This design comes from an exercise in tuning for small area on the open sky130 flow, not from production work.
Only simulation tests tie the RTL to the original design; equivalence was not proved.
Power and IR drop assume default switching activity.

**flow/design.v**
```verilog
module clk_1us(clk,rst,cnt,half,tick);
input clk,rst;
output reg [3:0]cnt;
output reg half;
output tick;
wire wrap = cnt[3] && cnt[1] && cnt[0];		 
assign tick = wrap && !half;
always @(posedge clk or negedge rst)
	if (!rst)
		begin
		cnt<=4'd0;
		half<=1'b0;
		end
	else
		begin
		half<=half^wrap;
		cnt<=wrap ? 4'd0 : {cnt[3]^(cnt[2]&cnt[1]&cnt[0]), cnt[2]^(cnt[1]&cnt[0]), cnt[1]^cnt[0], ~cnt[0]};
		end
endmodule
module clk_1ms(clk,rst,p23,p0,tick,post);
input clk,rst;
input p23;
input p0;
output tick;
output post;
reg [9:0]cnt;
reg [9:0]dec;
reg b;
integer k;
always @*
	begin
	b = p23;
	for (k=0;k<10;k=k+1)
		begin
		dec[k] = cnt[k]^b;
		b = b & ~cnt[k];
		end
	end
wire zero = (cnt==10'd0);
assign tick = p23 && zero;
assign post = p0 && ((cnt & 10'd999)==10'd999);
always @(posedge clk or negedge rst)
	if (!rst)
		cnt<=10'd499;
	else
		cnt<=tick ? 10'd999 : dec;
endmodule
module ds18b20_test(clk,rst,ce,ds_in,ds_out,ds_oe,data,Flag_CmdSET);
input clk;
input rst;
input ce;
input ds_in;
output reg ds_out;
output reg ds_oe;
output	reg [11:0]data;
output   reg Flag_CmdSET;
parameter state_0  = 0;
parameter state_1  = 1;
parameter state_2  = 2;
parameter state_3  = 3;
parameter state_4  = 4;
parameter state_5  = 5;
parameter state_6  = 6;
parameter state_7  = 7;
parameter state_8  = 8;
parameter state_9  = 9;
parameter state_10  = 10;
parameter state_11  = 11;
reg [11:0] cnt;
reg [12:0] sr;
reg b1, b2, cy;
wire s5_sum = ds_in ^ b2 ^ cy;
wire s5_cy = (ds_in & b2) | (cy & (ds_in ^ b2));
reg cnt_clr, cnt_inc;
reg i_clr, i_inc;
reg data_inc, data_load;
reg sample;
function has;		 
input [11:0] c;
input [11:0] k;
has = ((c & k) == k);
endfunction
reg Flag_Rst;
reg [3:0] Rststate;
task Rst_DS18B20;
	begin
	 case(Rststate)
	 state_0 :
			 begin
			  Flag_Rst <= 0;
			  ds_out <= 1; ds_oe <= 1'b1;
			  cnt_clr = 1;
			  Rststate <= state_1;
			 end
	 state_1 :
			 begin
			  ds_out <= 0; ds_oe <= 1'b1;
			  if(has(cnt,12'd601))
				  begin
					cnt_clr = 1;
					Rststate <= state_2;
					ds_out <= 1; ds_oe <= 1'b1;
				  end
			  else
					cnt_inc = 1;
			 end
	 state_2 :
			 begin
				  if(has(cnt,12'd61))
					  begin
						cnt_clr = 1;
						Rststate <= state_3;
					  end
				  else
						cnt_inc = 1;
			 end
	 state_3 :
			 begin
			  ds_oe <= 1'b0;
			  Rststate <= state_4;
			 end
	 state_4 :
			 begin
				  if(has(cnt,12'd7))
					  begin
						cnt_clr = 1;
						Rststate <= state_5;
					  end
				  else
						cnt_inc = 1;
			 end
	 state_5 :
			 begin
				  cnt_clr = 1;
				  if(ds_in == 1'b0)
						Rststate <= state_6;
				  else
						Rststate <= state_9;
			 end
	 state_6 :
		begin
			if(has(cnt,12'd240))
				  begin
					cnt_clr = 1;
					Rststate <= state_7;
				  end
			  else
					cnt_inc = 1;
		end
	 state_7 :
			 begin
			  if(ds_in == 1'b1)
					Rststate <= state_8;
			  else
					Rststate <= state_0;
			 end
	 state_8 :
			 begin
			  Flag_Rst <= 1;
			  cnt_clr = 1;
			  ds_out <= 1'b1; ds_oe <= 1'b1;
			  Rststate <= state_0;
			 end
	 default :	 
			 begin
				if(has(cnt,12'd301))
					begin
					 cnt_clr = 1;
					 Rststate <= state_0;
					end
				else
					 cnt_inc = 1;
			end
	 endcase
	end
endtask
reg[3:0] i;
reg Flag_Write;
reg[2:0] WrState;
task Write_DS18B20;
	input [7:0] dcmd;
	begin
		 case(WrState)
			 state_0 :
				 begin
					Flag_Write <= 0;
					WrState <= state_1;
					ds_out <= 1'b1; ds_oe <= 1'b1;
					i_clr = 1;
				 end
			 state_1 :
				 begin
					if(!i[3])
						begin
							wBit_DS18B20(dcmd[i[2:0]]);
							if(Flag_wBit)
								i_inc = 1;
						end
					else
						begin
						WrState <= state_2;
						i_clr = 1;
						end
				 end
			 state_2 :
				begin
				ds_out <= 1'b1; ds_oe <= 1'b1;
				WrState <= state_3;
				end
			 state_3 :
				begin
				WrState <= state_4;
				end
			default:	 
				 begin
				  Flag_Write <= 1'b1;
				  WrState <= state_0;
				 end
		 endcase
	end
endtask
reg Flag_wBit;
reg[2:0] WriteBitstate;
task wBit_DS18B20;
input wiBit;
	begin
		 case(WriteBitstate)
		 state_0 :
			 begin
			  Flag_wBit <= 1'b0;
			  ds_out <= 1'b0; ds_oe <= 1'b1;
			  cnt_clr = 1;
			  WriteBitstate <= state_1;
			 end
		 state_1 :
			 begin
			  if(has(cnt,12'd16))
				begin
				  cnt_clr = 1;
				  WriteBitstate <= state_2;
				end
			  else
					cnt_inc = 1;
			 end
		 state_2 :
			 begin
				ds_out <= wiBit; ds_oe <= 1'b1;
				WriteBitstate <= state_3;
			 end
		 state_3 :
				begin
				  if(has(cnt,12'd60))
					  begin
						cnt_clr = 1;
						WriteBitstate <= state_4;
					  end
				  else
						cnt_inc = 1;
				end
		 state_4 :
			 begin
			 ds_out <= 1; ds_oe <= 1'b1;
			 WriteBitstate <= state_5;
			 end
		 state_5 :
			 begin
			  if(has(cnt,12'd3))
				  begin
					cnt_clr = 1;
					WriteBitstate <= state_6;
				  end
			  else
					cnt_inc = 1;
			 end
		 default :	 
			 begin
			  Flag_wBit <= 1;
			  cnt_clr = 1;
			  WriteBitstate <= state_0;
			 end
		endcase
	end
endtask
reg Flag_Read;
reg [1:0] Readstate;
task Read_DS18B20;
	begin
		 case(Readstate)
			 state_0 :
				 begin
				  Flag_Read <= 0;
				  Readstate <= state_1;
				  i_clr = 1;
				 end
			 state_1 :
				 begin
					  rBit_DS18B20;
					  if(Flag_rBit)
						  begin
								if(i[2:0] != 3'd7)
									i_inc = 1;
								else
									begin
									 Readstate <= state_2;
									 i_clr = 1;
									end
						  end
				 end
			 default :	 
				 begin
				  Flag_Read <= 1;
				  Readstate <= state_0;
				 end
		 endcase
	end
endtask
reg Flag_rBit;
reg[2:0] ReadBitstate;
task rBit_DS18B20;
	begin
		 case(ReadBitstate)
				 state_0 :
					 begin
					  Flag_rBit <= 1'b0;
					  ds_out <= 1'b0; ds_oe <= 1'b1;
					  cnt_clr = 1;
					  ReadBitstate <= state_1;
					 end
				 state_1 :
					 begin
						if(has(cnt,12'd2))
							begin
							ds_out <= 1'b1; ds_oe <= 1'b1;
							cnt_clr = 1;
							ReadBitstate <= state_2;
							end
						else
							cnt_inc = 1;
					 end
				state_2 :
					 begin
					 if(has(cnt,12'd4))
							begin
							ds_oe <= 1'b0;
							cnt_clr = 1;
							ReadBitstate <= state_3;
							end
						else
							cnt_inc = 1;
					 end
				state_3 :
					 begin
						  if(has(cnt,12'd2))
							  begin
								sample = 1;
								data_inc = ds_in;
								cnt_clr = 1;
								ReadBitstate <= state_4;
							  end
						  else
								cnt_inc = 1;
					 end
				state_4 :
					 begin
					  if(has(cnt,12'd60))
						  begin
							cnt_clr = 1;
							ReadBitstate <= state_5;
						  end
					  else
							cnt_inc = 1;
					 end
				default :	 
					 begin
					  ds_out <= 1'b1; ds_oe <= 1'b1;
					  Flag_rBit <= 1'b1;
					  cnt_clr = 1;
					  ReadBitstate <= state_0;
					 end
		 endcase
	end
endtask
reg [3:0] CmdSETstate;
task CmdSETDS18B20;
	begin
		 case(CmdSETstate)
		 state_0 :
			 begin
			  Flag_CmdSET <= 0;
			  Rst_DS18B20;
			  if(Flag_Rst)
				CmdSETstate <= state_1;
			 end
		 state_1 :
			 begin
			  Write_DS18B20(8'hCC);
			  if(Flag_Write) CmdSETstate <= state_2;
			 end
		 state_2 :
			 begin
			  Write_DS18B20(8'h44);
			  if(Flag_Write) CmdSETstate <= state_3;
			 end
		 state_3 :
			 begin
			  if(has(cnt,12'd3513))
				  begin
					cnt_clr = 1;
					CmdSETstate <= state_5;
				  end
			  else
					cnt_inc = 1;
			 end
		 state_5 :
			 begin
				Rst_DS18B20;
				if(Flag_Rst)
					CmdSETstate <= state_6;
			 end
		 state_6 :
			 begin
			  Write_DS18B20(8'hcc);
			  if(Flag_Write) CmdSETstate <= state_7;
			 end
		 state_7 :
			 begin
				Write_DS18B20(8'hbe);
			  if(Flag_Write) CmdSETstate <= state_8;
			 end
		 state_8 :
			 begin
			  Read_DS18B20;
			  if(Flag_Read) CmdSETstate <= state_9;
			 end
		 state_9 :
			 begin
			  Read_DS18B20;
			  if(Flag_Read) CmdSETstate <= state_10;
			 end
		 state_10 :
			 begin
			  data_load = 1;
			  CmdSETstate <= state_11;
			 end
		 default :	 
			 begin
			  Flag_CmdSET <= 1;
			  CmdSETstate <= state_0;
			 end
		 endcase
	end
endtask
reg [11:0] cnt_nx;
reg [11:0] data_nx;
reg c;
integer k;
always@(posedge clk or negedge rst)
begin
	if(!rst)
	begin
		data <= 12'd0;
		Flag_Rst <= 1'b0;
		Rststate <= 4'd0;
		cnt <= 12'd0;
		i <= 4'd0;
		Flag_Write <= 1'b0;
		WrState <= 3'd0;
		Flag_wBit <= 1'b0;
		WriteBitstate <= 3'd0;
		Flag_Read <= 1'b0;
		Readstate <= 2'd0;
		Flag_rBit <= 1'b0;
		ReadBitstate <= 3'd0;
		CmdSETstate <= 4'd0;
		Flag_CmdSET <= 1'b0;
		ds_out <= 1'b1;
		ds_oe <= 1'b0;
		b1 <= 1'b0;
		b2 <= 1'b0;
		cy <= 1'b0;
	end
	else
	begin
		cnt_clr = 0; cnt_inc = 0;
		i_clr = 0; i_inc = 0;
		data_inc = 0; data_load = 0;
		sample = 0;
		if(ce)
			CmdSETDS18B20;
		c = cnt_inc;
		for (k=0;k<12;k=k+1)
			begin
			cnt_nx[k] = cnt[k]^c;
			c = c & cnt[k];
			end
		cnt <= cnt_clr ? 12'd0 : cnt_nx;
		if(i_clr)
			i <= 4'd0;
		else if(i_inc)
			i <= {i[3]^(i[2]&i[1]&i[0]), i[2]^(i[1]&i[0]), i[1]^i[0], ~i[0]};
		c = data_inc;
		for (k=0;k<12;k=k+1)
			begin
			data_nx[k] = data[k]^c;
			c = c & data[k];
			end
		data <= data_load ? sr[11:0] : data_nx;
		if(sample)
			begin
			b1 <= ds_in;
			b2 <= b1;
			cy <= s5_cy;
			end
		else if(data_load)
			begin
			b1 <= 1'b0;
			b2 <= 1'b0;
			cy <= 1'b0;
			end
	end
end
always@(posedge clk)
	if(ce && CmdSETstate[3] && !CmdSETstate[1] && Readstate==2'd1 && ReadBitstate==3'd3 && has(cnt,12'd2))
		sr <= {s5_sum, sr[12:1]};
endmodule
module key_rc(clk,rst,ce,post,key1,key2,key3,rise1,rise2,rise3);
input		clk;
input		rst;
input		ce;
input		post;
input		key1;
input		key2;
input		key3;
output	rise1;
output	rise2;
output	rise3;
reg	[5:0]pos;
reg	[1:0]key_value;
wire none = key1&key2&key3;
wire at0  = (pos==6'd0);
wire at23 = (pos==6'd23);
wire at24 = (pos==6'd24);
wire at25 = (pos==6'd25);
wire at27 = (pos==6'd27);
wire at33 = pos[5] & pos[0];		 
wire first6 = post && at27;
assign rise1 = first6 && (key_value==2'd1);
assign rise2 = first6 && (key_value==2'd2);
assign rise3 = first6 && (key_value==2'd3);
wire clr = ce && ((at23 && none) || at33);
wire adv = ce && !(at0 && none) && !(at25 && !none) && !(at23 && none) && !at33;
reg [5:0] pos_inc;
reg c;
integer k;
always @*
	begin
	c = adv;
	for (k=0;k<6;k=k+1)
		begin
		pos_inc[k] = pos[k]^c;
		c = c & pos[k];
		end
	end
always @(posedge clk or negedge rst)
	if(!rst)
	begin
		pos<=6'd0;
		key_value<=2'd0;
	end
	else
	begin
		pos <= clr ? 6'd0 : pos_inc;
		if(ce && at24)
			begin
			if		 ((!key1)&key2&key3)
				key_value<=2'd1;
			else if(key1&(!key2)&key3)
				key_value<=2'd2;
			else if(key1&key2&(!key3))
				key_value<=2'd3;
			else
				key_value<=2'd0;
			end
	end
endmodule
module	data_change(clk,rst,rise1,rise2,rise3,dw_h,dw_t,dw_u,show_flag,flash_flag);
input	clk;
input	rst;
input	rise1;
input	rise2;
input	rise3;
output	reg [3:0]dw_h;
output	reg [3:0]dw_t;
output	reg [3:0]dw_u;
output	reg show_flag;
output	reg	[1:0]flash_flag;
function [3:0] dnext;
input [3:0] d;
dnext = (d[3] & d[0]) ? 4'd0 : {d[3]^(d[2]&d[1]&d[0]), d[2]^(d[1]&d[0]), d[1]^d[0], ~d[0]};
endfunction
always @(posedge clk or negedge rst)
	if(!rst)
	show_flag<=1'b0;
	else if(rise3)
	show_flag<=~show_flag;
always @(posedge clk or negedge rst)
	if(!rst)
		begin
		dw_h<=4'd2;
		dw_t<=4'd0;
		dw_u<=4'd0;
		end
	else if(rise2 && show_flag)
		case(flash_flag)
		2'd0: dw_u <= dnext(dw_u);
		2'd1: dw_t <= dnext(dw_t);
		2'd2: dw_h <= dnext(dw_h);
		default: ;
		endcase
always @(posedge clk or negedge rst)
	if(!rst)
	flash_flag<=2'b0;
	else if(rise1 && show_flag)
	flash_flag <= {flash_flag[0], ~flash_flag[1] & ~flash_flag[0]};
endmodule
module led_show(clk,rst,ce,ph_cnt,flash_flag,show_flag,cs,dw_h,dw_t,dw_u,data_show,data,sta_p1,sta_p2,pid_sel,pid_show);
input		clk;
input		rst;
input		ce;
input		[3:0]ph_cnt;
input		show_flag;
input		[1:0]flash_flag;
input		[11:0]data_show;
input		[3:0]dw_h;
input		[3:0]dw_t;
input		[3:0]dw_u;
input    [6:0]pid_sel;
input    [1:0]pid_show;
output	reg[3:0]cs;
output	[7:0]data;
output   [7:0]sta_p1;
output   [7:0]sta_p2;
function [6:0] seg7;
	input [3:0] v;
	case(v)
		4'd0:seg7=7'h40;
		4'd1:seg7=7'h79;
		4'd2:seg7=7'h24;
		4'd3:seg7=7'h30;
		4'd4:seg7=7'h19;
		4'd5:seg7=7'h12;
		4'd6:seg7=7'h02;
		4'd7:seg7=7'h78;
		4'd9:seg7=7'h10;
		4'd10:seg7=7'h7F;
		4'd11:seg7=7'h0C;
		4'd12:seg7=7'h4F;
		4'd13:seg7=7'h21;
		default:seg7=7'h00;
	endcase
endfunction
function [7:0] seg8;
	input [3:0] v;
	case(v)
		4'd0:seg8=8'hC0;
		4'd1:seg8=8'hF9;
		4'd2:seg8=8'hA4;
		4'd3:seg8=8'hB0;
		4'd4:seg8=8'h99;
		4'd5:seg8=8'h92;
		4'd6:seg8=8'h82;
		4'd7:seg8=8'hF8;
		4'd8:seg8=8'h80;
		4'd9:seg8=8'h90;
		4'd15:seg8=8'hFF;
		default:seg8=8'h00;
	endcase
endfunction
reg			[3:0]led_code;
reg			led_b7;
reg			[3:0]p1_code;
reg			[3:0]p2_code;
reg			[1:0]cs_count;
reg			[8:0]flash_count;
reg			flash_single_flag;
reg         [9:0]pid_count;
reg         [3:0]sta_p1_in;
reg         [3:0]sta_p2_in;
assign data = {led_b7, seg7(led_code)};
assign sta_p1 = seg8(p1_code);
assign sta_p2 = seg8(p2_code);
wire pid_lock = (pid_count!=10'd0);
wire pid_mode = (pid_show!=2'b00) || pid_lock;
wire [11:0] x = pid_mode ? {5'b00000,pid_sel} : data_show;
reg xb;		 
always @*
	case(ph_cnt)
	4'd0: xb = x[11];
	4'd1: xb = x[10];
	4'd2: xb = x[9];
	4'd3: xb = x[8];
	4'd4: xb = x[7];
	4'd5: xb = x[6];
	4'd6: xb = x[5];
	4'd7: xb = x[4];
	4'd8: xb = x[3];
	4'd9: xb = x[2];
	4'd10: xb = x[1];
	default: xb = x[0];
	endcase
wire first = (ph_cnt==4'd0);
reg [3:0] r1, r2;
reg [2:0] q2;
wire [3:0] r1_in = first ? 4'd0 : r1;
wire [3:0] r2_in = first ? 4'd0 : r2;
wire [2:0] q2_in = first ? 3'd0 : q2;
function [4:0] dstep;		 
input [3:0] r;
input b;
begin
	case(r)
	4'd5: dstep = {1'b1, 3'd0, b};
	4'd6: dstep = {1'b1, 3'd1, b};
	4'd7: dstep = {1'b1, 3'd2, b};
	4'd8: dstep = {1'b1, 3'd3, b};
	4'd9: dstep = {1'b1, 3'd4, b};
	default: dstep = {1'b0, r[2:0], b};
	endcase
end
endfunction
wire [4:0] st1 = dstep(r1_in, xb);
wire qb1 = st1[4];
wire [3:0] r1_nx = st1[3:0];
wire [4:0] st2 = dstep(r2_in, qb1);
wire qb2 = st2[4];
wire [3:0] r2_nx = st2[3:0];
wire [3:0] q2_nx = {q2_in,qb2};
always @(posedge clk)
	begin
	r1 <= r1_nx;
	r2 <= r2_nx;
	q2 <= q2_nx[2:0];
	end
wire [3:0] t_u = r1_nx;
wire [3:0] t_h = q2_nx;
wire [3:0] pid_tens = q2_nx[0] ? {1'b1, r2_nx[1], ~r2_nx[1], r2_nx[0]} : r2_nx;
wire [3:0] hund = show_flag ? dw_h : t_h;
wire hund_blank = (hund==4'd0 || hund==4'd10);
wire hund_digit = !hund[3] || (!hund[2] && !hund[1]);
wire flash_en = ce && !pid_mode && show_flag;
wire flash_wrap = ((flash_count & 9'd500)==9'd500);
wire pid_en = ce && pid_mode;
wire pid_wrap = ((pid_count & 10'd1000)==10'd1000);
reg [8:0] fc_inc;
reg [9:0] pc_inc;
reg c;
integer k;
always @*
	begin
	c = flash_en;
	for (k=0;k<9;k=k+1)
		begin
		fc_inc[k] = flash_count[k]^c;
		c = c & flash_count[k];
		end
	c = pid_en;
	for (k=0;k<10;k=k+1)
		begin
		pc_inc[k] = pid_count[k]^c;
		c = c & pid_count[k];
		end
	end
always@(posedge clk or negedge rst)
	if(!rst)
		begin
		flash_count<=9'd0;
		pid_count<=10'd0;
		end
	else
		begin
		flash_count <= (flash_en && flash_wrap) ? 9'd0 : fc_inc;
		pid_count <= (pid_en && pid_wrap) ? 10'd0 : pc_inc;
		end
always@(posedge clk or negedge rst)
	if(!rst)
	begin
		cs<=4'd0;
		led_code<=4'd8;
		led_b7<=1'b0;
		p1_code<=4'd10;
		p2_code<=4'd10;
		cs_count<=2'd0;
		flash_single_flag<=1'b0;
		sta_p1_in<=4'd0;
		sta_p2_in<=4'd0;
	end
	else if(ce)
	begin
	if(!pid_mode)
		begin
			cs_count <= {cs_count[0], ~cs_count[1] & ~cs_count[0]};
			if(show_flag)
				begin
				if(flash_wrap)
					flash_single_flag<=~flash_single_flag;
				end
			case(cs_count)
			2'd0:
				begin
				cs <= (show_flag && flash_flag==2'd2 && !flash_single_flag) ? 4'b1111 : 4'b0111;
				led_code <= hund_blank ? 4'd10 : hund_digit ? hund : 4'd8;
				led_b7 <= hund_blank || hund_digit;
				end
			2'd1:
				begin
				cs <= (show_flag && flash_flag==2'd1 && !flash_single_flag) ? 4'b1111 : 4'b1011;
				if(show_flag)
					begin
					led_code <= dw_t;
					led_b7 <= 1'b0;
					end
				else
					led_b7 <= ~led_b7;
				end
			default:
				begin
				cs <= (show_flag && flash_flag==2'd0 && !flash_single_flag) ? 4'b1111 : 4'b1101;
				led_code <= show_flag ? dw_u : t_u;
				led_b7 <= 1'b1;
				end
			endcase
			p1_code<=4'd15;
			p2_code<=4'd15;
		end
	else
		begin
		case(pid_show)
		2'd1: begin cs<=4'b0111; led_code<=4'd11; led_b7<=1'b1; end
		2'd2: begin cs<=4'b0111; led_code<=4'd12; led_b7<=1'b1; end
		2'd3: begin cs<=4'b0111; led_code<=4'd13; led_b7<=1'b1; end
		default: ;
		endcase
		if(pid_show!=2'd0)
			begin
			sta_p1_in<=pid_tens;
			sta_p2_in<=t_u;
			end
		p1_code<=sta_p1_in;
		p2_code<=sta_p2_in;
		end
	end
endmodule
module work_unity(clk,rst,ce,ph_cnt,ph_half,data_changing,dw_h,dw_t,dw_u,ds_data,d_para,heater_open,fan_open,work_c,hl4);
input clk;
input rst;
input ce;
input [3:0]ph_cnt;
input ph_half;
input data_changing;
input [3:0]dw_h;
input [3:0]dw_t;
input [3:0]dw_u;
input	[11:0]ds_data;
input [6:0]d_para;
output reg heater_open;
output reg fan_open;
output reg work_c;
output reg [7:0]hl4;
function [13:0] add14;
input [13:0] a;
input [13:0] b;
input ci;
reg c;
integer k;
begin
	c = ci;
	for (k=0;k<14;k=k+1)
		begin
		add14[k] = a[k]^b[k]^c;
		c = (a[k]&b[k]) | (c&(a[k]^b[k]));
		end
end
endfunction
reg [1:0]contCMD;
reg [12:0]nerr;		 
reg [9:0] h100;
always @*
	case(dw_h)
	4'd1: h100 = 10'd100;
	4'd2: h100 = 10'd200;
	4'd3: h100 = 10'd300;
	4'd4: h100 = 10'd400;
	4'd5: h100 = 10'd500;
	4'd6: h100 = 10'd600;
	4'd7: h100 = 10'd700;
	4'd8: h100 = 10'd800;
	4'd9: h100 = 10'd900;
	default: h100 = 10'd0;
	endcase
wire [13:0] tu = add14({7'd0,dw_t,3'b000}, {9'd0,dw_t,1'b0}, 1'b0);		 
wire [13:0] tu2 = add14(tu, {10'd0,dw_u}, 1'b0);					 
wire [13:0] dw = add14({4'd0,h100}, tu2, 1'b0);
wire [13:0] nd14 = add14({2'b00,ds_data}, ~dw, 1'b1);			 
wire [12:0] nd = nd14[12:0];		 
wire eq = (nd == 13'd0);
wire nd_pos = !nd[12] && !eq;
wire hot = !nd[12] && (|nd[11:1]);
wire ge11 = (|nd[11:4]) || (nd[3] && (nd[2] || (nd[1] && nd[0])));
wire ge_m10 = (&nd[11:4]) && (nd[3:0] >= 4'd6);	 
wire far = nd[12] ? !ge_m10 : ge11;
wire [13:0] d3 = add14({6'd0,d_para,1'b0}, {7'd0,d_para}, 1'b0);	 
wire [13:0] m14 = add14({d3[10:0],3'b000}, {7'd0,d_para}, 1'b0);	 
wire [11:0] m = m14[11:0];
reg mb;		 
always @*
	case(ph_cnt)
	4'd0: mb = m[11];
	4'd1: mb = m[10];
	4'd2: mb = m[9];
	4'd3: mb = m[8];
	4'd4: mb = m[7];
	4'd5: mb = m[6];
	4'd6: mb = m[5];
	4'd7: mb = m[4];
	4'd8: mb = m[3];
	4'd9: mb = m[2];
	4'd10: mb = m[1];
	default: mb = m[0];
	endcase
wire start = (ph_cnt==4'd0) && !ph_half;
reg [13:0] acc;
wire [13:0] addend = mb ? {nerr[12],nerr} : 14'd0;
always @(posedge clk)
	acc <= add14(start ? 14'd0 : {acc[12:0],1'b0}, addend, 1'b0);
wire gt250 = (|acc[12:8]) || ((&acc[7:3]) && (acc[2] || (acc[1] && acc[0])));
wire [7:0] hl_d = acc[13] ? 8'd0 : gt250 ? 8'd250 : acc[7:0];
always @(posedge clk or negedge rst)
begin
	if(!rst)
	begin
		heater_open<=0;
		fan_open<=0;
		contCMD<=0;
		work_c<=0;
		nerr<=0;
	end
	else if(ce)
	begin
	if(!data_changing)
		case(contCMD)
		2'd0:
			begin
			work_c<=0;
			fan_open<=0;
			if(far) contCMD<=2'd1;
			end
		2'd1:
			begin
			work_c<=1;
			if(eq) contCMD<=2'd2;
			nerr<=nd;
			fan_open<=hot;
			heater_open<=!hot;
			end
		2'd2:
			if(!eq) contCMD<=2'd1;
		default: ;
		endcase
	else
		begin
		heater_open<=0;
		contCMD<=0;
		work_c<=0;
		nerr<=0;
		end
	end
end
always @(posedge clk)
	if(ce && !data_changing && contCMD==2'd1)
		hl4 <= nd_pos ? 8'd0 : !eq ? 8'd250 : hl_d;
endmodule
module heatercontrol(clk,rst,ce,heater_open,hl4,heater_con);
input clk;
input rst;
input ce;
input heater_open;
input [7:0]hl4;
output reg heater_con;
reg [9:0]point_now;
reg lt;
reg [9:0] pn_inc;
reg c;
integer k;
always @*
	begin
	lt = 1'b0;		 
	for (k=0;k<8;k=k+1)
		lt = (~point_now[k+2] & hl4[k]) | (~(point_now[k+2]^hl4[k]) & lt);
	end
wire lt1010 = ((point_now & 10'd1010) != 10'd1010);
wire run = ce && heater_open;
wire step = lt || lt1010;
always @*
	begin
	c = run && step;
	for (k=0;k<10;k=k+1)
		begin
		pn_inc[k] = point_now[k]^c;
		c = c & point_now[k];
		end
	end
always @(posedge clk or negedge rst)
begin
   if(!rst)
      begin
         heater_con<=1'b0;
         point_now<=10'd0;
      end
   else
      begin
      point_now <= (run && !step) ? 10'd0 : pn_inc;
      if(ce)
         heater_con <= heater_open && (lt || !lt1010);
      end
end
endmodule
module pid_parameter(clk,rst,ce,change_p,k_p,k_i,k_d,d_pa,sel,pid_show);
input clk;
input rst;
input ce;
input change_p;
input k_p;
input k_i;
input k_d;
output reg [6:0]d_pa;
output [6:0]sel;
output [1:0]pid_show;
reg [6:0]p_pa;
reg [6:0]i_pa;
reg	[5:0]pos;
reg	[1:0]key_value;
wire none = k_p&k_i&k_d;
wire at0  = (pos==6'd0);
wire at23 = (pos==6'd23);
wire at24 = (pos==6'd24);
wire at25 = (pos==6'd25);
wire at26 = (pos==6'd26);
wire at51 = (pos==6'd51);
wire in6to8 = (pos>=6'd27) && (pos<=6'd50);
assign sel = (key_value==2'd1) ? p_pa : (key_value==2'd2) ? i_pa : d_pa;
assign pid_show = in6to8 ? key_value : 2'd0;
wire en = ce && !change_p;
wire clr = en && ((at23 && none) || at51);
wire adv = en && !(at0 && none) && !(at25 && !none) && !(at23 && none) && !at51;
reg [5:0] pos_inc;
reg [6:0] sel_inc;
reg c;
integer k;
always @*
	begin
	c = adv;
	for (k=0;k<6;k=k+1)
		begin
		pos_inc[k] = pos[k]^c;
		c = c & pos[k];
		end
	c = 1'b1;
	for (k=0;k<7;k=k+1)
		begin
		sel_inc[k] = sel[k]^c;
		c = c & sel[k];
		end
	end
always @(posedge clk or negedge rst)
   if(!rst)
   begin
		p_pa<=7'd70;
		i_pa<=7'd10;
		d_pa<=7'd4;
		pos<=6'd0;
		key_value<=2'd0;
   end
   else
   begin
		pos <= clr ? 6'd0 : pos_inc;
		if(en && at24)
			begin
			if		 ((!k_p)&k_i&k_d)
				key_value<=2'd1;
			else if(k_p&(!k_i)&k_d)
				key_value<=2'd2;
			else if(k_p&k_i&(!k_d))
				key_value<=2'd3;
			else
				key_value<=2'd0;
			end
		if(en && at26)
			case(key_value)
			2'd1: p_pa<=sel_inc;
			2'd2: i_pa<=sel_inc;
			2'd3: d_pa<=sel_inc;
			default: ;
			endcase
	end
endmodule
module Tempreture(clk,rst,ds_in,ds_out,ds_oe,led,cs,key1,key2,key3,key_p,key_i,key_d,static_p1,static_p2,work_status,show_flag_wire,heater_status,fan_status,heater_control,loopfin);
input		key1,key2,key3,key_p,key_i,key_d;
input		rst;
input		clk;
input		ds_in;
output	ds_out;
output	ds_oe;
output	[3:0]cs;
output	[7:0]led;
output   [7:0]static_p1;
output   [7:0]static_p2;
output   work_status;
output   show_flag_wire;
output   heater_status;
output   fan_status;
output  heater_control;
output loopfin;
wire [3:0]us_cnt;
wire us_half;
wire tick_1us;
wire tick_1ms;
wire [11:0]temp_data;
wire [3:0]dw_h, dw_t, dw_u;
wire [1:0]flash_flag_wire;
wire rise1, rise2, rise3;
wire post_1ms;
wire [7:0]hl4;
wire [6:0]PID_SEL;
wire [6:0]D_PARA;
wire [1:0]pid_show_wire;
wire loopfin_rise = loopfin && us_half && (us_cnt==4'd0);
clk_1us U1(
			.clk(clk),
			.rst(rst),
			.cnt(us_cnt),
			.half(us_half),
			.tick(tick_1us)
			);
clk_1ms U2(
			.clk(clk),
			.rst(rst),
			.p23(us_half && (us_cnt==4'd11)),
			.p0(!us_half && (us_cnt==4'd0)),
			.tick(tick_1ms),
			.post(post_1ms)
			);
ds18b20_test U3(
				.clk(clk),
				.rst(rst),
				.ce(tick_1us),
				.ds_in(ds_in),
				.ds_out(ds_out),
				.ds_oe(ds_oe),
				.data(temp_data),
				.Flag_CmdSET(loopfin)
				);
key_rc	U4(
			.clk(clk),
			.rst(rst),
			.ce(tick_1ms),
			.post(post_1ms),
			.key1(key1),
			.key2(key2),
			.key3(key3),
			.rise1(rise1),
			.rise2(rise2),
			.rise3(rise3)
			);
data_change	U5(
				.clk(clk),
				.rst(rst),
				.rise1(rise1),
				.rise2(rise2),
				.rise3(rise3),
				.dw_h(dw_h),
				.dw_t(dw_t),
				.dw_u(dw_u),
				.show_flag(show_flag_wire),
				.flash_flag(flash_flag_wire)
				);
led_show	U6(
			.clk(clk),
			.rst(rst),
			.ce(tick_1ms),
			.ph_cnt(us_cnt),
			.flash_flag(flash_flag_wire),
			.show_flag(show_flag_wire),
			.cs(cs),
			.dw_h(dw_h),
			.dw_t(dw_t),
			.dw_u(dw_u),
			.data_show(temp_data),
			.data(led),
			.sta_p1(static_p1),
			.sta_p2(static_p2),
			.pid_sel(PID_SEL),
			.pid_show(pid_show_wire)
			);
work_unity U7(
			.clk(clk),
			.rst(rst),
			.ce(loopfin_rise),
			.ph_cnt(us_cnt),
			.ph_half(us_half),
			.data_changing(show_flag_wire),
			.dw_h(dw_h),
			.dw_t(dw_t),
			.dw_u(dw_u),
			.ds_data(temp_data),
			.d_para(D_PARA),
			.heater_open(heater_status),
			.fan_open(fan_status),
			.work_c(work_status),
			.hl4(hl4)
			);
heatercontrol U8(
			.clk(clk),
			.rst(rst),
			.ce(tick_1us),
			.heater_open(heater_status),
			.hl4(hl4),
			.heater_con(heater_control)
			);
pid_parameter U9(
			.clk(clk),
			.rst(rst),
			.ce(tick_1ms),
			.change_p(show_flag_wire),
			.k_p(key_p),
			.k_i(key_i),
			.k_d(key_d),
			.d_pa(D_PARA),
			.sel(PID_SEL),
			.pid_show(pid_show_wire)
			);
endmodule
```
**flow/flow/run.sh**
```bash
#!/bin/bash
# The standard layout (bash standard.sh: ORFS from the standard synthesis to
# finish) with two changes made through ORFS's own variables:
# - port buffers are the smallest buffer (buf_1) instead of the one ORFS picks;
# - clock tree synthesis inserts no dummy loads.
set -euo pipefail
export BUFFER_PORTS_ARGS="-buffer_cell sky130_fd_sc_hd__buf_1"
export CTS_ARGS="-sink_clustering_enable -repair_clock_nets -dont_use_dummy_load -sink_clustering_size 8 -sink_clustering_max_diameter 50 -buf_list sky130_fd_sc_hd__clkbuf_4"
bash standard.sh > standard_flow.log 2>&1
```
**flow/standard.sh**
```bash
#!/bin/bash
# synth_recipe.tcl (not shown) runs the flow's synth.tcl, then flattens the netlist and writes it again
# the make line also repeats each setting of config.mk as NAME=value (left out here)
make -C /OpenROAD-flow-scripts/flow DESIGN_CONFIG=/design/flow/config.mk WORK_HOME=/design/flow/orfs CLKGATE_MAP_FILE= SYNTH_SCRIPT=/design/flow/synth_recipe.tcl "${@:-finish}"
```
**flow/config.mk**
```make
export PLATFORM = sky130hd
export DESIGN_NAME = Tempreture
export DESIGN_NICKNAME = Tempreture
export VERILOG_FILES = /design/flow/design.v
export SDC_FILE = /design/flow/constraint.sdc
export NUM_CORES = 4
export LEC_CHECK = 0
export ABC_AREA = 1
export CAP_MARGIN = 20
export CORE_MARGIN = 2
export CORE_UTILIZATION = 60
export PLACE_DENSITY = 0.7
export SLEW_MARGIN = 20
```
**flow/constraint.sdc**
```tcl
create_clock -name core_clock -period 25.0 [get_ports {clk}]
set_input_delay 5.0000 -clock core_clock [delete_from_list [all_inputs] [get_ports {clk}]]
set_output_delay 5.0000 -clock core_clock [all_outputs]
set_load 0.01 [all_outputs]
```
==> results of run 1 <==
state kept, by name, summed over array words and instances (netlist names), 6 cells and up:
signal / count
U2.cnt: 10
U3.cnt: 12
U3.data: 12
U3.sr: 13
U4.pos: 6
U6.flash_count: 9
U6.pid_count: 10
U7.acc: 14
U7.hl4: 8
U7.nerr: 13
U8.point_now: 10
U9.d_pa: 7
U9.i_pa: 7
U9.p_pa: 7
U9.pos: 6
worst max-delay path, delay by kind of cell, from the launching register on:
family / cells / cell delay (ns)
buffers and inverters: 4 / 0.49
adder cells (fa/ha/maj): 18 / 6.72
AO/OA/AOI/OAI: 1 / 0.05
AND/OR/NAND/NOR: 7 / 0.75
flip-flops: 1 / 0.54
XOR/XNOR: 1 / 0.15
final timing paths:
path	cells past startpoint	to	slack (ns)	from
max	31	U7.acc[13]	16.19	U9.d_pa[2]
max in group asynchronous	2	U6.led_code[0]	19.06	rst
min reg2reg	0	U3.sr[11]	0.42	U3.sr[12]
min in group asynchronous	1	U7.nerr[0]	4.45	rst
min	0	U3.sr[11]	0.42	U3.sr[12]
max reg2reg	31	U7.acc[13]	16.19	U9.d_pa[2]
metal layers:
metal | vias up | track usage (%) | wire length (microns)
li1 | 5740 | - | -
met1 | 5428 | 36.9 | 14900
met2 | 240 | 38.3 | 13500
met3 | 47 | 3.49 | 1480
met4 | 0 | 6.29 | 679
met5 | - | 0 | 0
report_power, final:
group	internal (mW)	switching [mW]
registers	0.403	0.0000738
clock network	0.0702	0.135
logic	0.000993	0.00737
total	0.474	0.142
cells by family after synthesis:
family	after synthesis	share of synthesized area, %
AO/OA/AOI/OAI	268	10.2
XOR/XNOR	21	1.29
adder cells (fa/ha/maj)	177	16.9
buffers and inverters	342	8.89
flip-flops	247	41.5
multiplexers	13	0.966
AND/OR/NAND/NOR	668	20.2
layout make-up:
| class | count | area, sq um |
|---|---|---|
| fillers | 2116 | 8650 |
| multi-input cells | 1147 | 7390 |
| flip-flops and latches | 247 | 6190 |
| inverters | 321 | 1210 |
| well taps | 324 | 405 |
| clock buffers | 38 | 285 |
| repair buffers | 48 | 199 |
| diodes | 1 | 2.50 |
metrics by stage:
| step | power [mW] | instance area [sq um] | setup WS (ns) | hold WS, ns | utilization, % |
|---|---|---|---|---|---|
| 5_1_grt | 0.641 | 15700 | 15.76 | 0.438 | 64.4 |
| 4_1_cts | 0.623 | 15700 | 16.21 | 0.425 | 64.4 |
| 3_5_place_dp | 0.420 | 15400 | 16.25 | 0.406 | 63.3 |
| 3_3_place_gp | 0.420 | 15400 | 16.41 | 0.404 | 63.3 |
| 6_report | 0.616 | 15700 | 16.19 | 0.424 | 64.4 |
| 2_1_floorplan | 0.412 | 14900 | 16.75 | 0.400 | - |
layout by cell type, fill, tap and decap left out, types with 41 or more instances in the layout:
master	instances
a21oi_1	55
nand2_1	315
nor3_1	41
inv_1	308
fa_1	41
dfrtp_1	181
nor2_1	146
o21ai_0	116
nand3_1	77
ha_1	136
buf_1	43
==> flow_metrics.env, run 1 <==
export IMPL_outcome="timing/DRC/antenna clean"
export IMPL_final_nets=1989
export IMPL_yosysWarningCount=9
export IMPL_antenna_found_initial=1
export IMPL_ir_worst_vdd_uv=32.4
export IMPL_yosys_cell_types_count=60
export IMPL_syn_nets=1922
export IMPL_critPathKind="flop to flop"
export IMPL_synthCells=1736
export IMPL_p_leak_nw=8.07
export IMPL_cts_tree="built"
export IMPL_clkTransAtPathRegs_ns=0.09
export IMPL_synth_top_cell_area_share_pct=30.4
export IMPL_path_max_fanout=12
export IMPL_cp_slowest_cell="dfstp_2"
export IMPL_instances_no_fill=2126
export IMPL_cts_buffers_inserted=38
export IMPL_ioPinCount=45
export IMPL_critPathMaxStageDelay_ns=0.54
export IMPL_drt_iter0_drc=717
export IMPL_worstHoldPathType="flop to flop"
export IMPL_fin_crit_sh_pct=35.3
export IMPL_fin_crit_ns=8.81
export IMPL_grt_usage_pct=24.7
export IMPL_setup_violations_final=0
export IMPL_ys_flop_type="dfrtp_1"
export IMPL_remaining_drc_errors=0
export IMPL_synth_area_sq_mm=0.0149
export IMPL_synth_common_cells="nand2_1, inv_1, dfrtp_1, nor2_1, ha_1"
export IMPL_ys_ff_latch=247
export IMPL_placed_cells_incl_taps=2087
export IMPL_cts_resized=0
export IMPL_setup_tns_ns=0
export IMPL_synth_most_common_cell="nand2_1"
export IMPL_routed_wl_mm=30.6
export IMPL_critPathMostFrequentCell="fa_1"
export IMPL_fp_coreArea_sq_mm=0.0243
export IMPL_place_gp_congestion=0.882
export IMPL_start_kind="flop"
export IMPL_hold_viol=0
export IMPL_syn_area_per_cell_sq_um=8.58
export IMPL_die_x_microns=162
export IMPL_clk_path_buf_depth=3
export IMPL_synth_area_leaders="dfrtp_1, ha_1, nand2_1, inv_1, fa_1"
export IMPL_start_util_pct=61.2
export IMPL_dp_final_hpwl_mm=23.1
export IMPL_yosysSeqAreaShare_pct=41.5
export IMPL_power_density_mw_per_mm2=39.3
export IMPL_clkSinkCount=247
export IMPL_ant_nets=0
export IMPL_hold_buffers=0
export IMPL_cts_max_level=2
export IMPL_slew_violations=0
export IMPL_first_pass_iters=6
export IMPL_grt_overflow=0
export IMPL_finClkSkew_ns=0.0458
export IMPL_grt_pass1_wl_mm=53.2
export IMPL_viasPerCell=5.39
export IMPL_die_area_sq_mm=0.0261
export IMPL_grt_pass1_vias=11100
export IMPL_arrival_ns=9.34
export IMPL_max_slew_margin_pct=37.2
export IMPL_num_rows=57
export IMPL_postCtsSetupRepairBufs=0
export IMPL_cp_end_kind="flop"
export IMPL_synth_edf_count=21
export IMPL_wl_per_cell_microns=14.4
export IMPL_insertion_delay_ns=0.65
export IMPL_cap_violations=0
export IMPL_vias=11500
export IMPL_rsz0062_at_grt="false"
export IMPL_drive_gt1_share_pct=7.83
export IMPL_cts_root_buf="clkbuf_4"
export IMPL_grt_max_degree=75
export IMPL_required_ns=25.52
export IMPL_fmax_mhz=113
export IMPL_fp_dieH_microns=162
export IMPL_yosys_area_top_type="dfrtp_1"
export IMPL_worstMarginPinSlew_ns=0.942
export IMPL_syn_to_final_growth_pct=5.26
export IMPL_port_buffers=44
export IMPL_async_reset_ff_share_pct=81.4
==> run 2: changes to the inputs <==
--- a/flow/config.mk
+++ b/flow/config.mk
@@ -5,7 +5,7 @@
 export SDC_FILE = /design/flow/constraint.sdc
 export NUM_CORES = 4
 export LEC_CHECK = 0
-export ABC_AREA = 1
+export ABC_AREA = 0
 export CAP_MARGIN = 20
 export CORE_MARGIN = 2
 export CORE_UTILIZATION = 60
==> run 2 against run 1 <==
  * Final area fell by 1.4%
  * Critical endpoint unchanged
  * Clock-buffer cell count did not move
  * Non-clock buffer count rose by 5
  * Largest power group unchanged
  * Worst setup slack got worse by 0.35 ns
  * Global-route usage fell by 1.1 points
  * Worst hold slack improved by 0.0099 ns
==> flow_metrics.env, run 2 <==
export IMPL_arrival_ns=9.67
export IMPL_fill_cells=2036
export IMPL_syn_nets=1649
export IMPL_synth_most_common_cell="dfrtp_1"
export IMPL_fp_dieH_microns=161
export IMPL_final_cell_mix="dfrtp_1, nand2_1, ha_1"
export IMPL_viasPerCell=5.82
export IMPL_num_rows=57
export IMPL_rsz0062_at_grt="false"
export IMPL_ant_nets=0
export IMPL_cts_buffers_inserted=38
export IMPL_wl_met1_mm=14.6
export IMPL_hp_start="U3.sr[12]"
export IMPL_synth_compound_area_share_pct=12.3
export IMPL_fin_crit_ns=9.16
export IMPL_required_ns=25.51
export IMPL_largest_reg_flops=14
export IMPL_synth_top_family_by_area="adder cells"
export IMPL_wl_per_cell_microns=16.2
export IMPL_power_net_switching_uw=139
export IMPL_antenna_found_initial=1
export IMPL_clkSinkCount=247
export IMPL_synthAdderAreaFrac_pct=17.1
export IMPL_dp_final_hpwl_mm=21.8
export IMPL_slew_violations=0
export IMPL_yosys_area_top_type="dfrtp_1"
export IMPL_yosys_cell_types_count=80
export IMPL_synth_top_cell_area_share_pct=30.7
export IMPL_cts_root_buf="clkbuf_4"
export IMPL_p_leak_nw=7.27
export IMPL_fp_coreArea_sq_mm=0.0242
export IMPL_placed_cells_incl_taps=1782
export IMPL_grt_overflow=0
export IMPL_final_nets=1684
export IMPL_routed_wl_mm=29.6
export IMPL_setup_violations_final=0
export IMPL_cts_resized=0
export IMPL_grt_pass1_wl_mm=50.7
export IMPL_regToRegStartpoint="U9.d_pa[2]"
export IMPL_worstMarginPinSlew_ns=1.06
export IMPL_die_x_microns=161
export IMPL_finClkSkew_ns=0.0282
export IMPL_ioPinCount=45
export IMPL_yosysWarningCount=9
export IMPL_drt_iter0_drc=651
export IMPL_port_buffers=44
export IMPL_place_gp_congestion=0.869
export IMPL_postCtsSetupRepairBufs=0
export IMPL_layout_commonest_cell="dfrtp_1"
export IMPL_cts_max_level=2
export IMPL_hold_worst_slack_ns=0.434
export IMPL_cap_violations=0
export IMPL_synthCells=1463
export IMPL_first_pass_iters=6
export IMPL_intPower_uw=475
export IMPL_hold_buffers=0
export IMPL_pwr_share_clk_pct=32.6
export IMPL_worstHoldPathType="flop to flop"
export IMPL_hold_viol=0
export IMPL_setup_tns_ns=0
export IMPL_largest_register="U7.acc"
export IMPL_critPathMaxStageDelay_ns=0.57
export IMPL_critPathKind="flop to flop"
export IMPL_syn_to_final_growth_pct=4.68
export IMPL_top_layer_used="met4"
export IMPL_die_area_sq_mm=0.0259
export IMPL_outcome="timing/DRC/antenna clean"
export IMPL_p_seq_share_pct=65.8
export IMPL_clk_path_buf_depth=3
export IMPL_yosys_mux_area_fraction_pct=5.22
export IMPL_synth_area_leaders="dfrtp_1, ha_1, fa_1, edfxtp_1, nand2_1"
export IMPL_power_density_mw_per_mm2=39.7
export IMPL_fmax_mhz=109
export IMPL_cp_end_kind="flop"
export IMPL_instances_no_fill=1821
export IMPL_grt_usage_pct=23.6
export IMPL_yosysSeqAreaShare_pct=41.9
export IMPL_syn_area_per_cell_sq_um=10.1
export IMPL_critPathMostFrequentCell="fa_1"
export IMPL_reg2reg_slack_ns=15.84
export IMPL_synth_common_cells="dfrtp_1, nand2_1, ha_1, inv_1, o21ai_0"
export IMPL_met3_length_mm=1.25
export IMPL_cp_slowest_cell="dfstp_2"
export IMPL_clkTransAtPathRegs_ns=0.10
export IMPL_synth_edf_count=21
export IMPL_worstRegToRegCells=29
export IMPL_async_reset_ff_share_pct=81.4
export IMPL_swShare_pct=22.6
export IMPL_drive_gt1_share_pct=9.02
export IMPL_vias=10600
export IMPL_remaining_drc_errors=0
export IMPL_synth_xor_area_share_pct=1.66
export IMPL_path_max_fanout=13
export IMPL_start_util_pct=60.9
export IMPL_grt_pass1_vias=10400
export IMPL_insertion_delay_ns=0.62
export IMPL_cts_tree="built"
export IMPL_grt_max_degree=62
export IMPL_ir_worst_vdd_uv=25.1
export IMPL_ys_ff_latch=247
export IMPL_utilization_pct=63.7
export IMPL_worstHoldPathCells=0
export IMPL_wl_met2_mm=13.3
export IMPL_top_regs="U7.acc x14, U3.sr x13, U7.nerr x13"
export IMPL_ys_flop_type="dfrtp_1"
export IMPL_comb_power_share_pct=1.6
export IMPL_fin_crit_sh_pct=36.7
export IMPL_max_slew_margin_pct=29.2
export IMPL_start_kind="flop"
export IMPL_hold_path_end="U3.sr[11]"
export IMPL_synth_area_sq_mm=0.0148
export IMPL_synthSimpleGateAreaFrac_pct=17.0
export IMPL_worstReg2RegEnd="U7.acc[13]"
-- run 2: cell families (layout without fill, tap and decap cells) --
kind of cell	after synthesis	in the layout
fa+ha+maj	177	177
buf+inv	183	216
simple gates	483	483
mux	64	64
compound gates	281	281
other cells	0	1
xor+xnor	28	28
flops	247	247
-- run 2: stage by stage --
step | worst slack, ns | power (mW) | cell area (sq um)
4_1_cts | 15.84 | 0.625 | 15500
3_3_place_gp | 16.07 | 0.422 | 15200
2_1_floorplan | 16.45 | 0.414 | 14800
6_report | 15.84 | 0.614 | 15500
3_5_place_dp | 15.82 | 0.422 | 15200
5_1_grt | 15.50 | 0.644 | 15500
-- run 2: final cells by class --
cell class	instances	area (sq um)	share of cell area, %
timing repair buffer	53	236	1.53
tap	324	405	2.62
sequential	247	6190	40.0
multi-input combinational	1033	7870	50.9
inverter	125	469	3.04
clock buffer	38	285	1.85
antenna	1	2.50	0.0162
-- run 2: layer usage --
metal | vias up | global-route usage, %
li1 | 5202 | -
met2 | 207 | 36.6
met4 | 0 | 5.24
met5 | - | 0
met1 | 5156 | 35.4
met3 | 41 | 3.72
-- run 2: critical path, delay by kind of cell (launching register included) --
kind,cells,cell delay [ns]
adder cells (fa/ha/maj),19,6.76
buffers and inverters,3,0.20
AO/OA/AOI/OAI,3,0.85
XOR/XNOR,2,0.31
flip-flops,1,0.57
AND/OR/NAND/NOR,2,0.38
-- run 2: worst max path at each step --
stage,cells past startpoint,start,end,slack (ns)
3_5_place_dp,29,U9.d_pa[2],U7.acc[13],15.82
4_1_cts,29,U9.d_pa[2],U7.acc[13],15.84
3_3_place_gp,30,U9.d_pa[0],U7.acc[13],16.07
2_1_floorplan,28,U9.d_pa[2],U7.acc[13],16.45
6_report,29,U9.d_pa[2],U7.acc[13],15.84
5_1_grt,29,U9.d_pa[2],U7.acc[13],15.50
-- run 2: power groups by stage --
stage | clock network, mW | registers (mW) | logic, mW
global route | 0.228 | 0.404 | 0.0118
detailed placement | 0 | 0.412 | 0.0103
finish | 0.201 | 0.404 | 0.00971
CTS | 0.211 | 0.404 | 0.0103
floorplan | 0 | 0.412 | 0.00196
global placement | 0 | 0.412 | 0.0100
==> run 3: changes to the inputs <==
--- a/flow/design.v
+++ b/flow/design.v
@@ -623,11 +623,13 @@
 	else if(rise1 && show_flag)
 	flash_flag <= {flash_flag[0], ~flash_flag[1] & ~flash_flag[0]};
 endmodule
-module led_show(clk,rst,ce,ph_cnt,flash_flag,show_flag,cs,dw_h,dw_t,dw_u,data_show,data,sta_p1,sta_p2,pid_sel,pid_show);
+module led_show(clk,rst,ce,ph_cnt,div_q,div_nx,flash_flag,show_flag,cs,dw_h,dw_t,dw_u,data_show,data,sta_p1,sta_p2,pid_sel,pid_show);
 input		clk;
 input		rst;
 input		ce;
 input		[3:0]ph_cnt;
+input		[10:0]div_q;		 
+output	[10:0]div_nx;		 
 input		show_flag;
 input		[1:0]flash_flag;
 input		[11:0]data_show;
@@ -709,8 +711,9 @@
 	default: xb = x[0];
 	endcase
 wire first = (ph_cnt==4'd0);
-reg [3:0] r1, r2;
-reg [2:0] q2;
+wire [3:0] r1 = div_q[3:0];
+wire [3:0] r2 = div_q[7:4];
+wire [2:0] q2 = div_q[10:8];
 wire [3:0] r1_in = first ? 4'd0 : r1;
 wire [3:0] r2_in = first ? 4'd0 : r2;
 wire [2:0] q2_in = first ? 3'd0 : q2;
@@ -735,12 +738,7 @@
 wire qb2 = st2[4];
 wire [3:0] r2_nx = st2[3:0];
 wire [3:0] q2_nx = {q2_in,qb2};
-always @(posedge clk)
-	begin
-	r1 <= r1_nx;
-	r2 <= r2_nx;
-	q2 <= q2_nx[2:0];
-	end
+assign div_nx = {q2_nx[2:0], r2_nx, r1_nx};
 wire [3:0] t_u = r1_nx;
 wire [3:0] t_h = q2_nx;
 wire [3:0] pid_tens = q2_nx[0] ? {1'b1, r2_nx[1], ~r2_nx[1], r2_nx[0]} : r2_nx;
@@ -850,12 +848,14 @@
 		end
 	end
 endmodule
-module work_unity(clk,rst,ce,ph_cnt,ph_half,data_changing,dw_h,dw_t,dw_u,ds_data,d_para,heater_open,fan_open,work_c,hl4);
+module work_unity(clk,rst,ce,ph_cnt,ph_half,div_nx,div_q,data_changing,dw_h,dw_t,dw_u,ds_data,d_para,heater_open,fan_open,work_c,hl4);
 input clk;
 input rst;
 input ce;
 input [3:0]ph_cnt;
 input ph_half;
+input [10:0]div_nx;		 
+output [10:0]div_q;		 
 input data_changing;
 input [3:0]dw_h;
 input [3:0]dw_t;
@@ -930,8 +930,10 @@
 wire start = (ph_cnt==4'd0) && !ph_half;
 reg [13:0] acc;
 wire [13:0] addend = mb ? {nerr[12],nerr} : 14'd0;
+wire [13:0] acc_nx = add14(start ? 14'd0 : {acc[12:0],1'b0}, addend, 1'b0);
 always @(posedge clk)
-	acc <= add14(start ? 14'd0 : {acc[12:0],1'b0}, addend, 1'b0);
+	acc <= {acc_nx[13:11], ph_half ? div_nx : acc_nx[10:0]};
+assign div_q = acc[10:0];
 wire gt250 = (|acc[12:8]) || ((&acc[7:3]) && (acc[2] || (acc[1] && acc[0])));
 wire [7:0] hl_d = acc[13] ? 8'd0 : gt250 ? 8'd250 : acc[7:0];
 always @(posedge clk or negedge rst)
@@ -1129,6 +1131,7 @@
 wire [1:0]flash_flag_wire;
 wire rise1, rise2, rise3;
 wire post_1ms;
+wire [10:0]div_q, div_nx;
 wire [7:0]hl4;
 wire [6:0]PID_SEL;
 wire [6:0]D_PARA;
@@ -1188,6 +1191,8 @@
 			.rst(rst),
 			.ce(tick_1ms),
 			.ph_cnt(us_cnt),
+			.div_q(div_q),
+			.div_nx(div_nx),
 			.flash_flag(flash_flag_wire),
 			.show_flag(show_flag_wire),
 			.cs(cs),
@@ -1207,6 +1212,8 @@
 			.ce(loopfin_rise),
 			.ph_cnt(us_cnt),
 			.ph_half(us_half),
+			.div_nx(div_nx),
+			.div_q(div_q),
 			.data_changing(show_flag_wire),
 			.dw_h(dw_h),
 			.dw_t(dw_t),
==> run 3 against run 2 <==
  * Non-clock buffer count down 1
  * Sequential cell count is 11 lower
  * Worst hold slack lost 0.011 ns
  * Final area fell by 0.53%
  * Sequential power down 4%
  * Register-to-register slack improved by 0.72 ns
  * Area after synthesis down 0.15%
  * Clock skew increased by 0.040 ns
  * Worst setup slack improved by 0.72 ns
  * Still clean on timing, DRC and antenna
==> flow_metrics.env, run 3 <==
export IMPL_outcome="timing/DRC/antenna clean"
export IMPL_cp_end_kind="flop"
export IMPL_routed_wl_mm=30.6
export IMPL_cts_max_level=2
export IMPL_ioPinCount=45
export IMPL_grt_usage_pct=24.5
export IMPL_final_nets=1651
export IMPL_clk_path_buf_depth=3
export IMPL_first_pass_iters=8
export IMPL_start_kind="flop"
export IMPL_ir_worst_vdd_uv=27.9
export IMPL_grt_util_met2_pct=40.2
export IMPL_layout_commonest_cell="dfrtp_1"
export IMPL_remaining_drc_errors=0
export IMPL_postCtsSetupRepairBufs=0
export IMPL_dp_slack_ns=16.54
export IMPL_gr_usage_met1_pct=34.5
export IMPL_wl_per_cell_microns=17.1
export IMPL_critPathKind="flop to flop"
export IMPL_slew_violations=0
export IMPL_ys_ff_latch=236
export IMPL_worstRegToRegCells=30
export IMPL_worstHoldPathCells=0
export IMPL_top_regs="U7.acc x14, U3.sr x13, U7.nerr x13"
export IMPL_dp_final_hpwl_mm=22.1
export IMPL_comb_power_share_pct=1.5
export IMPL_ys_flop_type="dfrtp_1"
export IMPL_async_reset_ff_share_pct=85.2
export IMPL_start_util_pct=60.8
export IMPL_clkTransAtPathRegs_ns=0.09
export IMPL_grt_pass1_wl_mm=52.0
export IMPL_syn_to_final_growth_pct=4.28
export IMPL_port_buffers=44
export IMPL_path_max_fanout=13
export IMPL_clkSinkCount=236
export IMPL_finClkSkew_ns=0.0682
export IMPL_worstReg2RegEnd="U7.acc[13]"
export IMPL_rsz0062_at_grt="false"
export IMPL_critPathMaxStageDelay_ns=0.54
export IMPL_hold_viol=0
export IMPL_yosys_cell_types_count=94
export IMPL_largest_reg_flops=14
export IMPL_setup_violations_final=0
export IMPL_p_seq_share_pct=64.9
export IMPL_cts_buffers_inserted=38
export IMPL_cp_slowest_cell="dfstp_2"
export IMPL_grt_use_met3_pct=3.49
export IMPL_utilization_pct=63.4
export IMPL_place_gp_congestion=0.857
export IMPL_fp_dieH_microns=161
export IMPL_die_x_microns=161
export IMPL_syn_nets=1626
export IMPL_viasPerCell=5.91
export IMPL_num_rows=57
export IMPL_reg2reg_slack_ns=16.55
export IMPL_power_uw=595
export IMPL_power_density_mw_per_mm2=38.7
export IMPL_hold_buffers=0
export IMPL_place_area_sq_mm=0.0151
export IMPL_hp_start="U3.sr[12]"
export IMPL_cts_resized=0
export IMPL_setup_tns_ns=0
export IMPL_synth_top_cell_area_share_pct=30.7
export IMPL_synth_edf_count=21
export IMPL_synth_area_leaders="dfrtp_1, ha_1, fa_1, edfxtp_1, dfstp_2"
export IMPL_insertion_delay_ns=0.65
export IMPL_grt_overflow=0
export IMPL_setup_ws_ns=16.55
export IMPL_fin_crit_ns=8.45
export IMPL_yosys_area_top_type="dfrtp_1"
export IMPL_ant_nets=0
export IMPL_worstMarginPinSlew_ns=0.978
export IMPL_synth_area_sq_mm=0.0147
export IMPL_grt_max_degree=77
export IMPL_top_usage_layer="met2"
export IMPL_drive_gt1_share_pct=10.0
export IMPL_p_leak_nw=7.26
export IMPL_synthCells=1440
export IMPL_grt_pass1_vias=10600
export IMPL_critPathMostFrequentCell="fa_1"
export IMPL_synth_common_cells="dfrtp_1, ha_1, nand2_1, inv_1, o21ai_0"
export IMPL_antenna_found_initial=1
export IMPL_arrival_ns=8.99
export IMPL_final_cell_mix="dfrtp_1, ha_1, nand2_1"
export IMPL_yosysSeqAreaShare_pct=40.5
export IMPL_synth_most_common_cell="dfrtp_1"
export IMPL_power_net_switching_uw=138
export IMPL_drt_iter0_drc=732
export IMPL_die_area_sq_mm=0.0258
export IMPL_vias=10600
export IMPL_swShare_pct=23.2
export IMPL_hold_path_end="U3.sr[11]"
export IMPL_hold_worst_slack_ns=0.423
export IMPL_cap_violations=0
export IMPL_syn_area_per_cell_sq_um=10.2
export IMPL_yosysWarningCount=9
export IMPL_instances_no_fill=1788
export IMPL_fin_area_sq_mm=0.0154
export IMPL_regToRegStartpoint="U9.d_pa[2]"
export IMPL_required_ns=25.54
export IMPL_intPower_uw=457
export IMPL_fin_crit_sh_pct=33.8
export IMPL_cts_tree="built"
export IMPL_placed_cells_incl_taps=1749
export IMPL_largest_register="U7.acc"
export IMPL_worstHoldPathType="flop to flop"
export IMPL_cts_root_buf="clkbuf_4"
export IMPL_pwr_share_clk_pct=33.6
export IMPL_max_slew_margin_pct=34.8
export IMPL_fp_coreArea_sq_mm=0.0242
export IMPL_fmax_mhz=118
==> run 3: cell families after synthesis <==
logic type | count (synthesis) | share of synthesized area, %
compound gates | 318 | 14.5
xor+xnor | 29 | 1.77
fa+ha+maj | 177 | 17.1
buf+inv | 180 | 4.90
flops | 236 | 40.5
mux | 73 | 5.81
simple gates | 427 | 15.4
==> run 3: layer usage <==
metal | up-vias | wire, microns
met3 | 55 | 1140
met2 | 185 | 14200
li1 | 5147 | -
met1 | 5177 | 14600
met5 | - | 0
met4 | 0 | 657
==> run 3: worst max-delay path by stage <==
stage | from | endpoint | cells after the start
3_3_place_gp | U9.d_pa[2] | U7.acc[13] | 30
2_1_floorplan | U9.d_pa[2] | U7.acc[13] | 31
6_report | U9.d_pa[2] | U7.acc[13] | 30
4_1_cts | U9.d_pa[2] | U7.acc[13] | 30
5_1_grt | U9.d_pa[2] | U7.acc[13] | 30
3_5_place_dp | U9.d_pa[0] | U7.acc[13] | 31
==> run 3: cell type report <==
class / count / area [sq um]
Fill cell: 2090 / 8870
Inverter: 113 / 424
Tap cell: 324 / 405
Multi-Input combinational cell: 1024 / 8060
Sequential cell: 236 / 5970
Timing Repair Buffer: 52 / 229
Clock buffer: 38 / 285
Antenna cell: 1 / 2.50
==> run 3: critical path, delay by kind of cell (launching register included) <==
family,cells,cell delay (ns)
adder cells (fa/ha/maj),19,6.11
AO/OA/AOI/OAI,3,0.72
flip-flops,1,0.54
AND/OR/NAND/NOR,2,0.43
XOR/XNOR,2,0.31
buffers and inverters,4,0.25
==> run 3: power by group through the flow <==
| stage | registers (mW) | logic, mW | clock network [mW] |
|---|---|---|---|
| CTS | 0.386 | 0.00949 | 0.208 |
| finish | 0.386 | 0.00894 | 0.200 |
| global placement | 0.394 | 0.00923 | 0 |
| global route | 0.386 | 0.0107 | 0.223 |
| detailed placement | 0.394 | 0.00942 | 0 |
| floorplan | 0.394 | 0.00131 | 0 |
==> run 4: changes to the inputs <==
==> flow/flow/run.sh (replaced) <==
#!/bin/bash
# The standard layout (bash standard.sh: ORFS from the standard synthesis to
# finish) with two changes made through ORFS's own variables:
# - port buffers are the smallest buffer (buf_1) instead of the one ORFS picks;
# - clock tree synthesis inserts no dummy loads.
set -euo pipefail
export BUFFER_PORTS_ARGS="-buffer_cell sky130_fd_sc_hd__buf_1"
export CTS_ARGS="-sink_clustering_enable -repair_clock_nets -dont_use_dummy_load -sink_clustering_size 16 -sink_clustering_max_diameter 60 -buf_list sky130_fd_sc_hd__clkbuf_8"
bash standard.sh > standard_flow.log 2>&1
==> run 4 against run 3 <==
  * Core utilization up 0.23 points
  * Non-clock buffer count is the same
  * Final area up 0.37%
  * Final cell count down 0.78%
  * First-iteration DRC count up 5.3%
  * Global-route usage down 0.39 points
==> flow_metrics.env, run 4 <==
export IMPL_outcome="timing/DRC/antenna clean"
export IMPL_dp_final_hpwl_mm=22.1
export IMPL_reg2reg_slack_ns=16.56
export IMPL_syn_nets=1626
export IMPL_ioPinCount=45
export IMPL_fp_dieH_microns=161
export IMPL_syn_area_per_cell_sq_um=10.2
export IMPL_power_uw=610
export IMPL_worstRegToRegCells=30
export IMPL_required_ns=25.47
export IMPL_wl_per_cell_microns=17.1
export IMPL_hold_buffers=0
export IMPL_dp_slack_ns=16.54
export IMPL_slew_violations=0
export IMPL_cp_slowest_cell="dfstp_2"
export IMPL_synth_area_sq_mm=0.0147
export IMPL_worstHoldPathType="flop to flop"
export IMPL_drive_gt1_share_pct=9.24
export IMPL_drt_iter0_drc=771
export IMPL_rsz0062_at_grt="false"
export IMPL_instances_no_fill=1774
export IMPL_ant_nets=0
export IMPL_layout_commonest_cell="dfrtp_1"
export IMPL_antenna_found_initial=0
export IMPL_grt_pass1_vias=10500
export IMPL_insertion_delay_ns=0.57
export IMPL_remaining_drc_errors=0
export IMPL_start_kind="flop"
export IMPL_grt_util_met2_pct=40.4
export IMPL_yosys_area_top_type="dfrtp_1"
export IMPL_fin_crit_ns=8.44
export IMPL_cp_end_kind="flop"
export IMPL_worstReg2RegEnd="U7.acc[13]"
export IMPL_critPathMaxStageDelay_ns=0.54
export IMPL_worstHoldPathCells=0
export IMPL_clkSinkCount=236
export IMPL_hp_start="U3.sr[12]"
export IMPL_grt_overflow=0
export IMPL_ys_ff_latch=236
export IMPL_utilization_pct=63.6
export IMPL_viasPerCell=5.94
export IMPL_worstMarginPinSlew_ns=0.980
export IMPL_hold_path_end="U3.sr[11]"
export IMPL_gr_usage_met1_pct=34.6
export IMPL_grt_max_degree=77
export IMPL_cts_root_buf="clkbuf_8"
export IMPL_place_area_sq_mm=0.0151
export IMPL_die_area_sq_mm=0.0258
export IMPL_yosysWarningCount=9
export IMPL_synth_most_common_cell="dfrtp_1"
export IMPL_cts_buffers_inserted=25
export IMPL_largest_register="U7.acc"
export IMPL_final_cell_mix="dfrtp_1, ha_1, nand2_1"
export IMPL_synth_common_cells="dfrtp_1, ha_1, nand2_1, inv_1, o21ai_0"
export IMPL_fp_coreArea_sq_mm=0.0242
export IMPL_first_pass_iters=5
export IMPL_grt_usage_pct=24.2
export IMPL_grt_pass1_wl_mm=51.6
export IMPL_setup_tns_ns=0
export IMPL_setup_violations_final=0
export IMPL_top_regs="U7.acc x14, U3.sr x13, U7.nerr x13"
export IMPL_top_usage_layer="met2"
export IMPL_cts_resized=0
export IMPL_cts_tree="built"
export IMPL_fin_crit_sh_pct=33.8
export IMPL_synth_top_cell_area_share_pct=30.7
export IMPL_critPathMostFrequentCell="fa_1"
export IMPL_grt_use_met3_pct=2.71
export IMPL_synth_edf_count=21
export IMPL_antenna_cells=0
export IMPL_place_gp_congestion=0.857
export IMPL_critPathKind="flop to flop"
export IMPL_final_nets=1638
export IMPL_synth_area_leaders="dfrtp_1, ha_1, fa_1, edfxtp_1, dfstp_2"
export IMPL_cap_violations=0
export IMPL_num_rows=57
export IMPL_syn_to_final_growth_pct=4.66
export IMPL_hold_viol=0
export IMPL_fin_area_sq_mm=0.0154
export IMPL_yosys_cell_types_count=94
export IMPL_start_util_pct=60.8
export IMPL_path_max_fanout=13
export IMPL_regToRegStartpoint="U9.d_pa[2]"
export IMPL_fmax_mhz=118
export IMPL_ys_flop_type="dfrtp_1"
export IMPL_cts_max_level=1
export IMPL_vias=10500
export IMPL_clkTransAtPathRegs_ns=0.10
export IMPL_async_reset_ff_share_pct=85.2
export IMPL_p_leak_nw=7.27
export IMPL_postCtsSetupRepairBufs=0
export IMPL_port_buffers=44
export IMPL_routed_wl_mm=30.3
export IMPL_placed_cells_incl_taps=1749
export IMPL_clk_path_buf_depth=3
export IMPL_largest_reg_flops=14
export IMPL_ir_worst_vdd_uv=39.9
export IMPL_arrival_ns=8.91
export IMPL_synthCells=1440
export IMPL_setup_ws_ns=16.56
export IMPL_finClkSkew_ns=0.0671
export IMPL_max_slew_margin_pct=34.7
export IMPL_die_x_microns=161
export IMPL_power_density_mw_per_mm2=39.5
export IMPL_yosysSeqAreaShare_pct=40.5
export IMPL_hold_worst_slack_ns=0.410
==> run 4: kinds of logic (layout without fill, tap and decap cells) <==
| kind of cell | Yosys count | in the layout | share of synthesized area (%) |
|---|---|---|---|
| compound gates | 318 | 318 | 14.5 |
| mux | 73 | 73 | 5.81 |
| simple gates | 427 | 427 | 15.4 |
| xor+xnor | 29 | 29 | 1.77 |
| fa+ha+maj | 177 | 177 | 17.1 |
| flops | 236 | 236 | 40.5 |
| buf+inv | 180 | 190 | 4.90 |
==> run 4: worst max path at each step <==
stage                           from         end  slack [ns]  depth (start not counted)
after floorplan           U9.d_pa[2]  U7.acc[13]       16.94                         31
after global placement    U9.d_pa[2]  U7.acc[13]       16.73                         30
after detailed placement  U9.d_pa[0]  U7.acc[13]       16.54                         31
after CTS                 U9.d_pa[2]  U7.acc[13]       16.58                         30
after global routing      U9.d_pa[2]  U7.acc[13]       16.20                         30
final                     U9.d_pa[2]  U7.acc[13]       16.56                         30
==> run 4: metal layers <==
metal,part of all wire (%),vias up
met3,4.0,36
met2,47,220
met1,47,5172
met4,1.5,0
met5,0,-
li1,-,5102
==> run 4: power by group <==
group	internal, mW	switching, mW	leakage (nW)	total [mW]
Combinational	0.00128	0.00755	4.20	0.00883
Sequential	0.386	0.000377	2.89	0.386
Clock	0.0888	0.126	0.180	0.215
==> run 4: final cells by class <==
type                            instances  area (sq um)
Fill cell                            2082          8820
Multi-Input combinational cell       1024          8060
Sequential cell                       236          5970
Inverter                              113           424
Tap cell                              324           405
Clock buffer                           25           344
Timing Repair Buffer                   52           229
==> run 4: worst max-delay path, delay by kind of cell, from the launching register on <==
kind	cells	cell delay, ns
buffers and inverters	4	0.27
adder cells (fa/ha/maj)	19	6.13
AO/OA/AOI/OAI	3	0.71
AND/OR/NAND/NOR	2	0.42
XOR/XNOR	2	0.30
flip-flops	1	0.54

-- what the ideal ports hide --
How much do the figures lean on ideal ports? The routed layouts below were timed once more, with nothing changed but the port constraints. Step 1 assumes that a clkbuf_16 drives the clock port and a buf_2 every other input. Step 2 also shifts input and output timing later by t, the mid clock arrival at the registers, as if the neighbouring blocks saw the same clock. a / b / c = no drivers / after step 1 / after step 2; a / b = the first two.
| run | shift t [ns] | setup slack, ns | worst register clock-pin slew, ns |
|---|---|---|---|
| run 1 | 0.669 | 16.187 / 16.187 / 16.187 | 0.11 / 0.11 |
| run 2 | 0.651 | 15.835 / 15.835 / 15.835 | 0.10 / 0.10 |
| run 3 | 0.663 | 16.550 / 16.550 / 16.550 | 0.09 / 0.09 |
| run 4 | 0.585 | 16.559 / 16.559 / 16.559 | 0.10 / 0.10 |
After both steps setup and hold are still met in every run listed.
